From an optimization exercise on the open Yosys and OpenROAD flow, aimed at small area; shortcuts taken in it are not production practice. Where RTL was checked, it was by simulation tests only, not by an equivalence proof against the original. Power is estimated from default activity; no workload was simulated.

Setup of the baseline:
## calc
module calc(clk, rst, validIn, dataIn, dataOut);
input clk, rst, validIn;
input  [15:0] dataIn;
output reg [15:0] dataOut;
reg [1:0] state;
reg [15:0] num1;
wire inA = ~state[1] & ~state[0];
wire inB = state[0];
wire inC = state[1];
wire opAdd = dataOut[0];
wire isOp  = (dataIn[15:2] == 14'd0);
wire selSq  = inB & ~dataIn[0];
wire selMul = inC & ~opAdd;
wire [15:0] mb;
assign mb[0] = (selSq & num1[0]) | (selMul & dataIn[0]) | (inC & opAdd) | (inB & dataIn[0]);
assign mb[15:1] = ({15{selSq}} & num1[15:1]) | ({15{selMul}} & dataIn[15:1]);
wire injHi = inC & opAdd;
wire injLo = inB | (inC & opAdd);
wire [15:0] prod;
    wire pp_0_0 = ~(num1[0] & mb[0]);
    wire pp_1_0 = ~(num1[1] & mb[0]);
    wire pp_2_0 = ~(num1[2] & mb[0]);
    wire pp_3_0 = ~(num1[3] & mb[0]);
    wire pp_4_0 = ~(num1[4] & mb[0]);
    wire pp_5_0 = ~(num1[5] & mb[0]);
    wire pp_6_0 = ~(num1[6] & mb[0]);
    wire pp_7_0 = ~(num1[7] & mb[0]);
    wire pp_8_0 = ~(num1[8] & mb[0]);
  ...
For scale: ~470 cells after synthesis, ~34 flip-flops, roughly 35 I/O pins.
export LEC_CHECK = 0
export CAP_MARGIN = 20
export CORE_MARGIN = 2
export CORE_UTILIZATION = 40
export SLEW_MARGIN = 20
export SYNTH_HIERARCHICAL = 1
create_clock -name core_clock -period 8.0 [get_ports {clk}]
run.sh (not shown) runs the stock make flow with config.mk's settings and CLKGATE_MAP_FILE= SYNTH_SCRIPT=/design/flow/synth_recipe.tcl, a recipe that flattens the netlist after the stock synthesis.
The baseline went all the way through the flow, and no timing, DRC or antenna check failed.
Here is what was changed in the inputs of the candidate compared with the baseline.
--- a/flow/config.mk
+++ b/flow/config.mk
@@ -10,2 +10,3 @@
 export CORE_UTILIZATION = 40
+export CTS_BUF_LIST = sky130_fd_sc_hd__clkbuf_4
 export SLEW_MARGIN = 20
Findings:
The worst slack on hold paths of the candidate is higher than that of the baseline. Number of clock-tree buffers in the layout (the candidate over the baseline): decrease, 2. The candidate vs. the baseline: arithmetic-cell share of the synthesized area counting full adders, half adders and majority gates did not really move, combinational group share of total power went up, final cell count without fillers did not really move. Summary: final instance area, the candidate better than the baseline.
No run of this note included a check of the RTL's function; only the layout flow was run.

* * *

calc, a different RTL version from the one above (not shown whole).
Size in the first run: roughly 420 cells after synthesis, ~34 flip-flops, about 35 I/O pins, roughly 0.0043 mm2 of cells after synthesis.
Design calc, start of the top module:
module calc(clk, rst, validIn, dataIn, dataOut);
input clk, rst, validIn;
input  [15:0] dataIn;
output [15:0] dataOut;
reg [1:0] state;
reg [15:0] num1;
reg [15:0] dataOut;
wire inA = ~state[1] & ~state[0];
wire inB = state[0];
wire inC = state[1];
wire opAdd = dataOut[0];
wire isOp  = (dataIn[15:2] == 14'd0);
wire selSq  = inB & ~dataIn[0];
wire selMul = inC & ~opAdd;
wire [15:0] mb;
assign mb[0] = (selSq & num1[0]) | (selMul & dataIn[0]) | (inC & opAdd) | (inB & dataIn[0]);
assign mb[15:1] = ({15{selSq}} & num1[15:1]) | ({15{selMul}} & dataIn[15:1]);
wire injHi = inC & opAdd;
wire injLo = inB | (inC & opAdd);
wire [15:0] prodN;
    wire pp_0_0 = ~(num1[0] & mb[0]);
    wire pp_1_0 = ~(num1[1] & mb[0]);
    wire pp_2_0 = ~(num1[2] & mb[0]);
    wire pp_3_0 = ~(num1[3] & mb[0]);
    wire pp_4_0 = ~(num1[4] & mb[0]);
    wire pp_5_0 = ~(num1[5] & mb[0]);
    wire pp_6_0 = ~(num1[6] & mb[0]);
    wire pp_7_0 = ~(num1[7] & mb[0]);
    wire pp_8_0 = ~(num1[8] & mb[0]);
    wire pp_9_0 = ~(num1[9] & mb[0]);
    wire pp_10_0 = ~(num1[10] & mb[0]);
    wire pp_11_0 = ~(num1[11] & mb[0]);
    wire pp_12_0 = ~(num1[12] & mb[0]);
    wire pp_13_0 = ~(num1[13] & mb[0]);
    wire pp_14_0 = ~(num1[14] & mb[0]);
    wire pp_15_0 = ~(num1[15] & mb[0]);
    wire pp_0_1 = ~((num1[0] & mb[1]) | (dataIn[1] & injHi));
    wire pp_1_1 = ~((num1[1] & mb[1]) | (dataIn[2] & injHi));
    wire pp_2_1 = ~((num1[2] & mb[1]) | (dataIn[3] & injHi));
    wire pp_3_1 = ~((num1[3] & mb[1]) | (dataIn[4] & injHi));
    wire pp_4_1 = ~((num1[4] & mb[1]) | (dataIn[5] & injHi));
    wire pp_5_1 = ~((num1[5] & mb[1]) | (dataIn[6] & injHi));
    wire pp_6_1 = ~((num1[6] & mb[1]) | (dataIn[7] & injHi));
    wire pp_7_1 = ~((num1[7] & mb[1]) | (dataIn[8] & injHi));
    wire pp_8_1 = ~((num1[8] & mb[1]) | (dataIn[9] & injHi));
    wire pp_9_1 = ~((num1[9] & mb[1]) | (dataIn[10] & injHi));
  ...
clock: 8.0 ns
lec_check: 0
cap_margin: 0
core_margin: 2
core_utilization: 65
cts_buf_list: sky130_fd_sc_hd__clkbuf_8
slew_margin: 0
synth_hierarchical: 1
standard.sh (not shown) runs the stock make flow with config.mk's settings and CLKGATE_MAP_FILE= SYNTH_SCRIPT=/design/flow/synth_recipe.tcl, a recipe that flattens the netlist after the stock synthesis.
==> flow/flow/run.sh <==
#!/bin/bash
# Layout flow: the standard layout (standard.sh) with two changes:
# - the port buffers that global placement puts on every input and output
#   port are made from the smallest buffer cell (the resizer still upsizes
#   any that needs more drive);
# - clock tree synthesis adds no dummy loads (they only balance the leaf
#   buffers' loads and take area).
# Every tool's output goes to standard.log here, and ORFS's own logs.
export BUFFER_PORTS_ARGS="-buffer_cell sky130_fd_sc_hd__buf_1"
export CTS_ARGS="-sink_clustering_enable -repair_clock_nets -buf_list sky130_fd_sc_hd__clkbuf_8 -dont_use_dummy_load"
bash standard.sh finish > standard.log 2>&1
Then changed:
--- a/flow/flow/run.sh
+++ b/flow/flow/run.sh
@@ -2 +2 @@
-# Layout flow: the standard layout (standard.sh) with two changes:
+# Layout flow: the standard layout (standard.sh) with these changes:
@@ -7 +7,5 @@
-#   buffers' loads and take area).
+#   buffers' loads and take area);
+# - the resizer may not use the large plain buffers (buf_4 and up) when it
+#   splits high-fanout nets, so it uses the smaller ones. DONT_USE_CELLS is
+#   the platform's list with those buffers added, after synthesis (which
+#   runs unchanged).
@@ -11 +15,3 @@
-bash standard.sh finish > standard.log 2>&1
+DU="sky130_fd_sc_hd__probe_p_8 sky130_fd_sc_hd__probec_p_8 sky130_fd_sc_hd__lpflow_bleeder_1 sky130_fd_sc_hd__lpflow_clkbufkapwr_1 sky130_fd_sc_hd__lpflow_clkbufkapwr_16 sky130_fd_sc_hd__lpflow_clkbufkapwr_2 sky130_fd_sc_hd__lpflow_clkbufkapwr_4 sky130_fd_sc_hd__lpflow_clkbufkapwr_8 sky130_fd_sc_hd__lpflow_clkinvkapwr_1 sky130_fd_sc_hd__lpflow_clkinvkapwr_16 sky130_fd_sc_hd__lpflow_clkinvkapwr_2 sky130_fd_sc_hd__lpflow_clkinvkapwr_4 sky130_fd_sc_hd__lpflow_clkinvkapwr_8 sky130_fd_sc_hd__lpflow_decapkapwr_12 sky130_fd_sc_hd__lpflow_decapkapwr_3 sky130_fd_sc_hd__lpflow_decapkapwr_4 sky130_fd_sc_hd__lpflow_decapkapwr_6 sky130_fd_sc_hd__lpflow_decapkapwr_8 sky130_fd_sc_hd__lpflow_inputiso0n_1 sky130_fd_sc_hd__lpflow_inputiso0p_1 sky130_fd_sc_hd__lpflow_inputiso1n_1 sky130_fd_sc_hd__lpflow_inputiso1p_1 sky130_fd_sc_hd__lpflow_inputisolatch_1 sky130_fd_sc_hd__lpflow_isobufsrc_1 sky130_fd_sc_hd__lpflow_isobufsrc_16 sky130_fd_sc_hd__lpflow_isobufsrc_2 sky130_fd_sc_hd__lpflow_isobufsrc_4 sky130_fd_sc_hd__lpflow_isobufsrc_8 sky130_fd_sc_hd__lpflow_isobufsrckapwr_16 sky130_fd_sc_hd__lpflow_lsbuf_lh_hl_isowell_tap_1 sky130_fd_sc_hd__lpflow_lsbuf_lh_hl_isowell_tap_2 sky130_fd_sc_hd__lpflow_lsbuf_lh_hl_isowell_tap_4 sky130_fd_sc_hd__lpflow_lsbuf_lh_isowell_4 sky130_fd_sc_hd__lpflow_lsbuf_lh_isowell_tap_1 sky130_fd_sc_hd__lpflow_lsbuf_lh_isowell_tap_2 sky130_fd_sc_hd__lpflow_lsbuf_lh_isowell_tap_4  sky130_fd_sc_hd__buf_4 sky130_fd_sc_hd__buf_6 sky130_fd_sc_hd__buf_8 sky130_fd_sc_hd__buf_12 sky130_fd_sc_hd__buf_16"
+bash standard.sh synth > standard_synth.log 2>&1
+bash standard.sh "DONT_USE_CELLS=$DU" finish > standard.log 2>&1
--- a/flow/config.mk
+++ b/flow/config.mk
@@ -10 +10 @@
-export CORE_UTILIZATION = 65
+export CORE_UTILIZATION = 40
Maximum frequency barely changes.
Critical path depth is lower by 1.
Worst hold slack barely changes.
Final cell count is higher by 14%.
Worst setup slack improves by 0.0068 ns.
Final area is higher by 5.0%.
Clock-buffer cell count stays the same.
Then changed:
==> flow/flow/run.sh (replaced) <==
#!/bin/bash
# Layout flow: the standard layout (standard.sh) with these changes:
# - the port buffers that global placement puts on every input and output
#   port are made from the smallest buffer cell (the resizer still upsizes
#   any that needs more drive);
# - clock tree synthesis adds no dummy loads (they only balance the leaf
#   buffers' loads and take area);
# - the resizer may not use the large plain buffers (buf_4 and up) when it
#   splits high-fanout nets, so it uses the smaller ones.
# Every tool's output goes to standard.log here, and ORFS's own logs.
export BUFFER_PORTS_ARGS="-buffer_cell sky130_fd_sc_hd__buf_1"
export CTS_ARGS="-sink_clustering_enable -repair_clock_nets -buf_list sky130_fd_sc_hd__clkbuf_8 -dont_use_dummy_load"
export DONT_USE_CELLS="sky130_fd_sc_hd__buf_4 sky130_fd_sc_hd__buf_6 sky130_fd_sc_hd__buf_8 sky130_fd_sc_hd__buf_12 sky130_fd_sc_hd__buf_16"
bash standard.sh finish > standard.log 2>&1
The changed run completed without violations.
Total power fell by 1.5%.
Design area went down by 3.8%.
Die area does not change.
First-iteration DRC count goes up by 26%.
Area after synthesis does not change.
Then changed:
==> flow/flow/run.sh (replaced) <==
#!/bin/bash
# Layout flow: the standard layout (standard.sh) with these changes:
# - the port buffers that global placement puts on every input and output
#   port are made from the smallest buffer cell (the resizer still upsizes
#   any that needs more drive);
# - clock tree synthesis uses clkbuf_4 below a clkbuf_8 root and adds no
#   dummy loads (they only balance the leaf buffers' loads and take area).
# Every tool's output goes to standard.log here, and ORFS's own logs.
export BUFFER_PORTS_ARGS="-buffer_cell sky130_fd_sc_hd__buf_1"
export CTS_ARGS="-sink_clustering_enable -repair_clock_nets -buf_list sky130_fd_sc_hd__clkbuf_4 -root_buf sky130_fd_sc_hd__clkbuf_8 -dont_use_dummy_load"
bash standard.sh finish > standard.log 2>&1
--- a/flow/config.mk
+++ b/flow/config.mk
@@ -11 +11 @@
-export CTS_BUF_LIST = sky130_fd_sc_hd__clkbuf_8
+export CTS_BUF_LIST = sky130_fd_sc_hd__clkbuf_4
=>
- combinational power stays flat
- routed wire length does not change
- fmax stays the same
- setup slack does not change
Then changed:
==> flow/flow/run.sh (replaced) <==
#!/bin/bash
# Layout flow: the standard layout (standard.sh) with two changes:
# - the port buffers that global placement puts on every input and output
#   port are made from the smallest buffer cell (the resizer still upsizes
#   any that needs more drive);
# - clock tree synthesis adds no dummy loads (they only balance the leaf
#   buffers' loads and take area).
# Every tool's output goes to standard.log here, and ORFS's own logs.
export BUFFER_PORTS_ARGS="-buffer_cell sky130_fd_sc_hd__buf_1"
export CTS_ARGS="-sink_clustering_enable -repair_clock_nets -buf_list sky130_fd_sc_hd__clkbuf_8 -dont_use_dummy_load"
bash standard.sh finish > standard.log 2>&1
--- a/flow/config.mk
+++ b/flow/config.mk
@@ -11 +11,2 @@
-export CTS_BUF_LIST = sky130_fd_sc_hd__clkbuf_4
+export CTS_BUF_LIST = sky130_fd_sc_hd__clkbuf_8
+export GPL_TIMING_DRIVEN = 0
Core utilization increases by 0.13 points.
Sequential power decreases by about 6%.
Setup slack loses 0.11 ns.
Register-to-register slack loses 0.11 ns.
Global-route usage decreases by 0.40 points.
Power increases by 5.6%.

afterwards: timing with drivers on the ports:
How much do the figures lean on ideal ports? The routed layouts below were timed once more, with nothing changed but the port constraints. Step 1 (the two cells are an assumption about what drives the block):
set clk [get_ports {clk}]
set_driving_cell -lib_cell sky130_fd_sc_hd__clkbuf_16 $clk
set_driving_cell -lib_cell sky130_fd_sc_hd__buf_2 [delete_from_list [all_inputs] $clk]
Step 2 moves the port delays by t, midway between the first and last clock arrival at a register: inputs arrive t later, outputs are due t later. That takes back most of the time a late clock gives input paths. Slacks: ideal / step 1 / step 2; pairs: ideal / step 1.
run | shift t [ns] | slack for setup (ns) | worst setup path at the end | worst register clock-pin slew, ns | pins driven straight from the clock port
the baseline | 0.311 | 0.209 / 0.225 / -0.086 | input to register | 0.06 / 0.06 | 1
the candidate | 0.362 | 0.251 / 0.259 / -0.103 | input to register | 0.12 / 0.12 | 1
the first run of note 2 | 0.317 | 0.221 / 0.224 / -0.092 | input to register | 0.08 / 0.08 | 1
the second run of note 2 | 0.312 | 0.227 / 0.235 / -0.078 | input to register | 0.09 / 0.09 | 1
the third run of note 2 | 0.313 | 0.262 / 0.267 / -0.046 | input to register | 0.08 / 0.08 | 1
the fourth run of note 2 | 0.313 | 0.262 / 0.267 / -0.046 | input to register | 0.08 / 0.08 | 1
the fifth run of note 2 | 0.309 | 0.156 / 0.159 / -0.150 | input to register | 0.09 / 0.09 | 1
Met with ideal ports but missed after step 2: setup timing in every run listed. The setup slack of the candidate, which loses most, moves by +0.008 ns with the drivers and by -0.354 ns with both steps.
